This is an optimization exercise on Yosys and OpenROAD, whose aim is small area, not a production implementation. Where RTL was checked, it was by simulation tests only, not by an equivalence proof against the original.

==> inputs of job 2790 <==
==> flow/design.v <==
module Subtract(
	input wire n_rst,
	input wire clk,
	input wire signed [7:0] A,
	input wire signed [7:0] B,
	output reg signed [8:0] C,
	output reg signed [7:0] D,
	output reg signed [14:0] E,
	output reg signed [7:0] F
);
always@(posedge clk or negedge n_rst) begin
	if(!n_rst) begin
		C <= 9'sd0;
		D <= 8'sd0;
		E <= 15'sd0;
		F <= 8'sd0;
	end
	else begin
		C <= A + B;
		D <= A - B;
		E <= A * B;
		F <= (B == 8'sd0) ? 8'sd0 : A / B;
	end
end
endmodule
==> flow/run.sh <==
#!/bin/bash
# synth_recipe.tcl (not shown) runs the flow's synth.tcl, then flattens the netlist and writes it again
# the make line also repeats each setting of config.mk as NAME=value (left out here)
make -C /OpenROAD-flow-scripts/flow DESIGN_CONFIG=/design/flow/config.mk WORK_HOME=/design/flow/orfs CLKGATE_MAP_FILE= SYNTH_SCRIPT=/design/flow/synth_recipe.tcl finish
==> flow/config.mk <==
export PLATFORM = sky130hd
export DESIGN_NAME = Subtract
export DESIGN_NICKNAME = Subtract
export VERILOG_FILES = /design/flow/design.v
export SDC_FILE = /design/flow/constraint.sdc
export NUM_CORES = 4
export LEC_CHECK = 0
export CAP_MARGIN = 20
export CORE_MARGIN = 2
export CORE_UTILIZATION = 35
export PLACE_DENSITY = 0.6
export SLEW_MARGIN = 20
==> flow/constraint.sdc <==
create_clock -name core_clock -period 16.0 [get_ports {clk}]
set_input_delay 3.2000 -clock core_clock [delete_from_list [all_inputs] [get_ports {clk}]]
set_output_delay 3.2000 -clock core_clock [all_outputs]
set_load 0.01 [all_outputs]
==> job 2874: changes against job 2790 <==
==> flow/design.v, changed modules only <==
module Subtract(
	input wire n_rst,
	input wire clk,
	input wire signed [7:0] A,
	input wire signed [7:0] B,
	output wire signed [8:0] C,
	output wire signed [7:0] D,
	output wire signed [14:0] E,
	output wire signed [7:0] F
);
reg [7:0] a, b;
always@(posedge clk or negedge n_rst) begin
	if(!n_rst) begin
		a <= 8'd0;
		b <= 8'd0;
	end
	else begin
		a <= A;
		b <= B;
	end
end
assign C = {a[7], a} + {b[7], b};
assign D = a - b;
wire [8:0] b_lo = {b, 1'b0};
wire [8:0] ax = {a[7], a};       
wire [8:0] a2 = {a, 1'b0};       
wire [8:0] p [0:3];              
wire [3:0] ng;                   
genvar k;
generate
	for (k = 0; k < 4; k = k + 1) begin : booth
		wire bh = b_lo[2*k+2], bm = b_lo[2*k+1], bl = b_lo[2*k];
		wire one = bm ^ bl;
		wire two = (bh & ~bm & ~bl) | (~bh & bm & bl);
		wire neg = bh & ~(bm & bl);
		wire [9:0] x = {ax, 1'b0} ^ {10{neg}};
		assign p[k] = ({9{one}} & x[9:1]) | ({9{two}} & x[8:0]);
		assign ng[k] = neg;
	end
endgenerate
wire [14:0] e1 = {~p[3][8], p[3][7], ~p[2][8], p[2][7], ~p[1][8], p[1][7], ~p[0][8], p[0][7:0]};
wire [14:0] e2 = {2'b01, p[3][6:5], p[2][6:5], p[1][6:0], 1'b0, ng[0]};
wire [14:0] e3 = {4'b0001, p[3][4:3], p[2][4:0], 1'b0, ng[1], 2'b00};
wire [14:0] e4 = {6'b000001, p[3][2:0], 1'b0, ng[2], 4'b0000};
wire [14:0] e5 = {8'b00000010, ng[3], 6'b000000};
assign E = e1 + e2 + e3 + e4 + e5;
wire [7:0] ua = a[7] ? -a : a;
wire [7:0] d = b ^ {8{~b[7]}};
wire cin = ~b[7];
wire [8:1] hd;
assign hd[8] = |b;
genvar j;
generate
	for (j = 7; j >= 1; j = j - 1) begin : hdc
		assign hd[j] = hd[j+1] & d[j];
	end
endgenerate
wire [7:0] q;
wire [7:0] rem [1:8];    
wire [7:0] tt [1:7];     
wire [7:0] ss [1:7];     
assign rem[8] = 8'd0;
genvar i;
generate
	for (i = 7; i >= 1; i = i - 1) begin : step
		localparam K = 8 - i;
		wire [K-1:0] t;
		if (K == 1) begin : first
			assign t = ua[7];
		end else begin : later
			assign t = {rem[i+1][K-2:0], ua[i]};
		end
		wire [K:0] s = {1'b0, t} + {1'b0, d[K-1:0]} + {{K{1'b0}}, cin};
		assign q[i] = s[K] & hd[K];
		assign tt[i] = t;
		assign ss[i] = s[K-1:0];
		assign rem[i] = q[i] ? s[K-1:0] : t;
	end
endgenerate
wire [8:0] last_s = {1'b0, ss[1][6:0], ua[0]} + {1'b0, d} + {8'd0, cin};
wire [8:0] last_t = {1'b0, tt[1][6:0], ua[0]} + {1'b0, d} + {8'd0, cin};
assign q[0] = (q[1] ? last_s[8] : last_t[8]) & hd[8];
assign F = (a[7] ^ b[7]) ? -q : q;
endmodule
==> flow/flow/run.sh (new file) <==
#!/bin/bash
# Standard layout (the standard.sh) with two changes to synthesis:
#  - ABC maps with the area script in flow/abc_area.script
#  - port buffers are buf_1 cells
#  - clock tree: clkbuf_4 buffers, larger sink clusters, no dummy loads
#  - no full/half-adder cell extraction (ADDER_MAP_FILE empty), so ABC maps all logic
# The ORFS scripts are copied unchanged except for abc_area.script.
set -euo pipefail
cp -r "$FLOW_HOME/scripts" ./scripts_mod
cp flow/abc_area.script ./scripts_mod/abc_area.script
bash standard.sh SCRIPTS_DIR="$PWD/scripts_mod" ABC_AREA=1 ADDER_MAP_FILE= BUFFER_PORTS_ARGS="-buffer_cell sky130_fd_sc_hd__buf_1" CTS_ARGS="-sink_clustering_enable -repair_clock_nets -buf_list sky130_fd_sc_hd__clkbuf_4 -dont_use_dummy_load -sink_clustering_size 20 -sink_clustering_max_diameter 200" finish > standard_flow.log 2>&1
==> flow/flow/abc_area.script (new file) <==
strash
&get -n
&deepsyn -T 30
&put
dch -f
amap
topo
stime -c
==> flow/standard.sh (new file) <==
#!/bin/bash
# synth_recipe.tcl (not shown) runs the flow's synth.tcl, then flattens the netlist and writes it again
# the make line also repeats each setting of config.mk as NAME=value (left out here)
make -C /OpenROAD-flow-scripts/flow DESIGN_CONFIG=/design/flow/config.mk WORK_HOME=/design/flow/orfs CLKGATE_MAP_FILE= SYNTH_SCRIPT=/design/flow/synth_recipe.tcl "${@:-finish}"
ABC_AREA = 1   (was not set)
CORE_UTILIZATION = 60   (was 35)
PLACE_DENSITY = 0.75   (was 0.6)
removed: flow/run.sh
==> job 5313: changes against job 2790 <==
==> flow/design.v, changed modules only <==
module Subtract(
	input wire n_rst,
	input wire clk,
	input wire signed [7:0] A,
	input wire signed [7:0] B,
	output wire signed [8:0] C,
	output wire signed [7:0] D,
	output wire signed [14:0] E,
	output wire signed [7:0] F
);
reg [7:0] a, b;
always@(posedge clk or negedge n_rst) begin
	if(!n_rst) begin
		a <= 8'd0;
		b <= 8'd0;
	end
	else begin
		a <= A;
		b <= B;
	end
end
assign C = {a[7], a} + {b[7], b};
assign D = a - b;
wire [8:0] b_lo = {b, 1'b0};
wire [8:0] ax = {a[7], a};       
wire [8:0] a2 = {a, 1'b0};       
wire [8:0] p [0:3];              
wire [3:0] ng;                   
genvar k;
generate
	for (k = 0; k < 4; k = k + 1) begin : booth
		wire bh = b_lo[2*k+2], bm = b_lo[2*k+1], bl = b_lo[2*k];
		wire one = bm ^ bl;
		wire two = (bh & ~bm & ~bl) | (~bh & bm & bl);
		assign p[k] = (({9{one}} & ax) | ({9{two}} & a2)) ^ {9{bh}};
		assign ng[k] = bh;
	end
endgenerate
wire [14:0] e1 = {~p[3][8], p[3][7], ~p[2][8], p[2][7], ~p[1][8], p[1][7], ~p[0][8], p[0][7:0]};
wire [14:0] e2 = {2'b01, p[3][6:5], p[2][6:5], p[1][6:0], 1'b0, ng[0]};
wire [14:0] e3 = {4'b0001, p[3][4:3], p[2][4:0], 1'b0, ng[1], 2'b00};
wire [14:0] e4 = {6'b000001, p[3][2:0], 1'b0, ng[2], 4'b0000};
wire [14:0] e5 = {8'b00000010, ng[3], 6'b000000};
assign E = e1 + e2 + e3 + e4 + e5;
wire [7:0] ua = a[7] ? -a : a;
wire [7:0] d = b ^ {8{~b[7]}};
wire cin = ~b[7];
wire [8:1] hd;
assign hd[8] = |b;
genvar j;
generate
	for (j = 7; j >= 1; j = j - 1) begin : hdc
		assign hd[j] = hd[j+1] & d[j];
	end
endgenerate
wire [7:0] q;
wire [7:0] rem [1:8];    
wire [7:0] tt [1:7];     
wire [7:0] ss [1:7];     
assign rem[8] = 8'd0;
genvar i;
generate
	for (i = 7; i >= 1; i = i - 1) begin : step
		localparam K = 8 - i;
		wire [K-1:0] t;
		if (K == 1) begin : first
			assign t = ua[7];
		end else begin : later
			assign t = {rem[i+1][K-2:0], ua[i]};
		end
		wire [K:0] s = {1'b0, t} + {1'b0, d[K-1:0]} + {{K{1'b0}}, cin};
		assign q[i] = s[K] & hd[K];
		assign tt[i] = t;
		assign ss[i] = s[K-1:0];
		assign rem[i] = q[i] ? s[K-1:0] : t;
	end
endgenerate
wire [8:0] last_s = {1'b0, ss[1][6:0], ua[0]} + {1'b0, d} + {8'd0, cin};
wire [8:0] last_t = {1'b0, tt[1][6:0], ua[0]} + {1'b0, d} + {8'd0, cin};
assign q[0] = (q[1] ? last_s[8] : last_t[8]) & hd[8];
assign F = (a[7] ^ b[7]) ? -q : q;
endmodule
==> flow/flow/run.sh (new file) <==
#!/bin/bash
# Standard layout (the standard.sh) with two changes to synthesis:
#  - ABC maps with the area script in flow/abc_area.script
#  - port buffers are buf_1 cells
#  - clock tree: clkbuf_4 buffers, larger sink clusters, no dummy loads
#  - no full/half-adder cell extraction (ADDER_MAP_FILE empty), so ABC maps all logic
# The ORFS scripts are copied unchanged except for abc_area.script.
set -euo pipefail
cp -r "$FLOW_HOME/scripts" ./scripts_mod
cp flow/abc_area.script ./scripts_mod/abc_area.script
bash standard.sh SCRIPTS_DIR="$PWD/scripts_mod" ABC_AREA=1 ADDER_MAP_FILE= BUFFER_PORTS_ARGS="-buffer_cell sky130_fd_sc_hd__buf_1" CTS_ARGS="-sink_clustering_enable -repair_clock_nets -buf_list sky130_fd_sc_hd__clkbuf_4 -dont_use_dummy_load -sink_clustering_size 20 -sink_clustering_max_diameter 200" finish > standard_flow.log 2>&1
==> flow/flow/abc_area.script (new file) <==
strash
&get -n
&deepsyn -T 30
&put
dch -f
amap
topo
stime -c
==> flow/standard.sh (new file) <==
#!/bin/bash
# synth_recipe.tcl (not shown) runs the flow's synth.tcl, then flattens the netlist and writes it again
# the make line also repeats each setting of config.mk as NAME=value (left out here)
make -C /OpenROAD-flow-scripts/flow DESIGN_CONFIG=/design/flow/config.mk WORK_HOME=/design/flow/orfs CLKGATE_MAP_FILE= SYNTH_SCRIPT=/design/flow/synth_recipe.tcl "${@:-finish}"
ABC_AREA = 1   (was not set)
CORE_UTILIZATION = 60   (was 35)
PLACE_DENSITY = 0.75   (was 0.6)
removed: flow/run.sh
==> results.toml <==
[outcome]
status = "complete, no violations"

[final_layout]
multi_input_area_share_pct = 71.7
seq_share_pct = 12.0

[cts]
cts.clk_slew.worst_paths_ns = 0.09

[worst_setup_path]
slowest_stage = "o22ai_1"
cp.depth = 53

[yosys]
synth_top_family_by_area = "compound AO/OA/AOI/OAI gates"
yosysTopAreaCell = "nor2_1"

[die]
fp.dieW_um = 75.0

[global_routing]
grt_pass1_vias = 3677

[detailed_routing]
dr.pass1.iters = 7
# the run above: job 2874

==> results.toml <==
[outcome]
status = "complete, no violations"

[final_layout]
multi_input_area_share_pct = 64.9
seq_share_pct = 13.3

[die]
fp.dieW_um = 135

[worst_setup_path]
slowest_stage = "or4_1"
cp.depth = 56

[detailed_routing]
dr.pass1.iters = 5

[cts]
cts.clk_slew.worst_paths_ns = 0.07

[global_routing]
grt_pass1_vias = 5060

[yosys]
synth_top_family_by_area = "adder cells"
# the run above: job 2790

==> results.toml <==
[outcome]
status = "complete, no violations"

[yosys]
synth_top_family_by_area = "compound AO/OA/AOI/OAI gates"
yosysTopAreaCell = "o21ai_0"

[final_layout]
seq_share_pct = 11.8
multi_input_area_share_pct = 73.3

[global_routing]
grt_pass1_vias = 3473

[detailed_routing]
dr.pass1.iters = 6
# the run above: job 5313

For job 5313, only the layout was checked, not whether the RTL still works.

==> re-timing with driven ports <==
How much do the figures lean on ideal ports? The routed layouts below were timed once more, with nothing changed but the port constraints. Step 1 sets driving cells, clkbuf_16 on the clock port and buf_2 on the other inputs (assumed; they add their load-dependent delay and slew). Step 2 also shifts input and output timing later by t, the mid clock arrival at the registers, as if the neighbouring blocks saw the same clock. a / b / c = ideal ports / drivers / drivers and shift; a / b = the first two.
run | t, ns | setup WS [ns] | hold WS [ns] | pins driven straight from the clock port
job 2790 | 0.325 | 0.604 / 0.616 / 0.291 | 3.019 / 3.006 / 3.331 | 1
job 2874 | 0.303 | 2.153 / 2.135 / 2.438 | 2.986 / 2.994 / 3.297 | 1
job 5313 | 0.316 | 1.591 / 1.569 / 1.885 | 2.976 / 2.992 / 3.308 | 1
After both steps every run listed still meets setup and hold. For job 2790, which loses most, drivers alone change the setup slack by +0.012 ns; drivers and shift together by -0.313 ns.
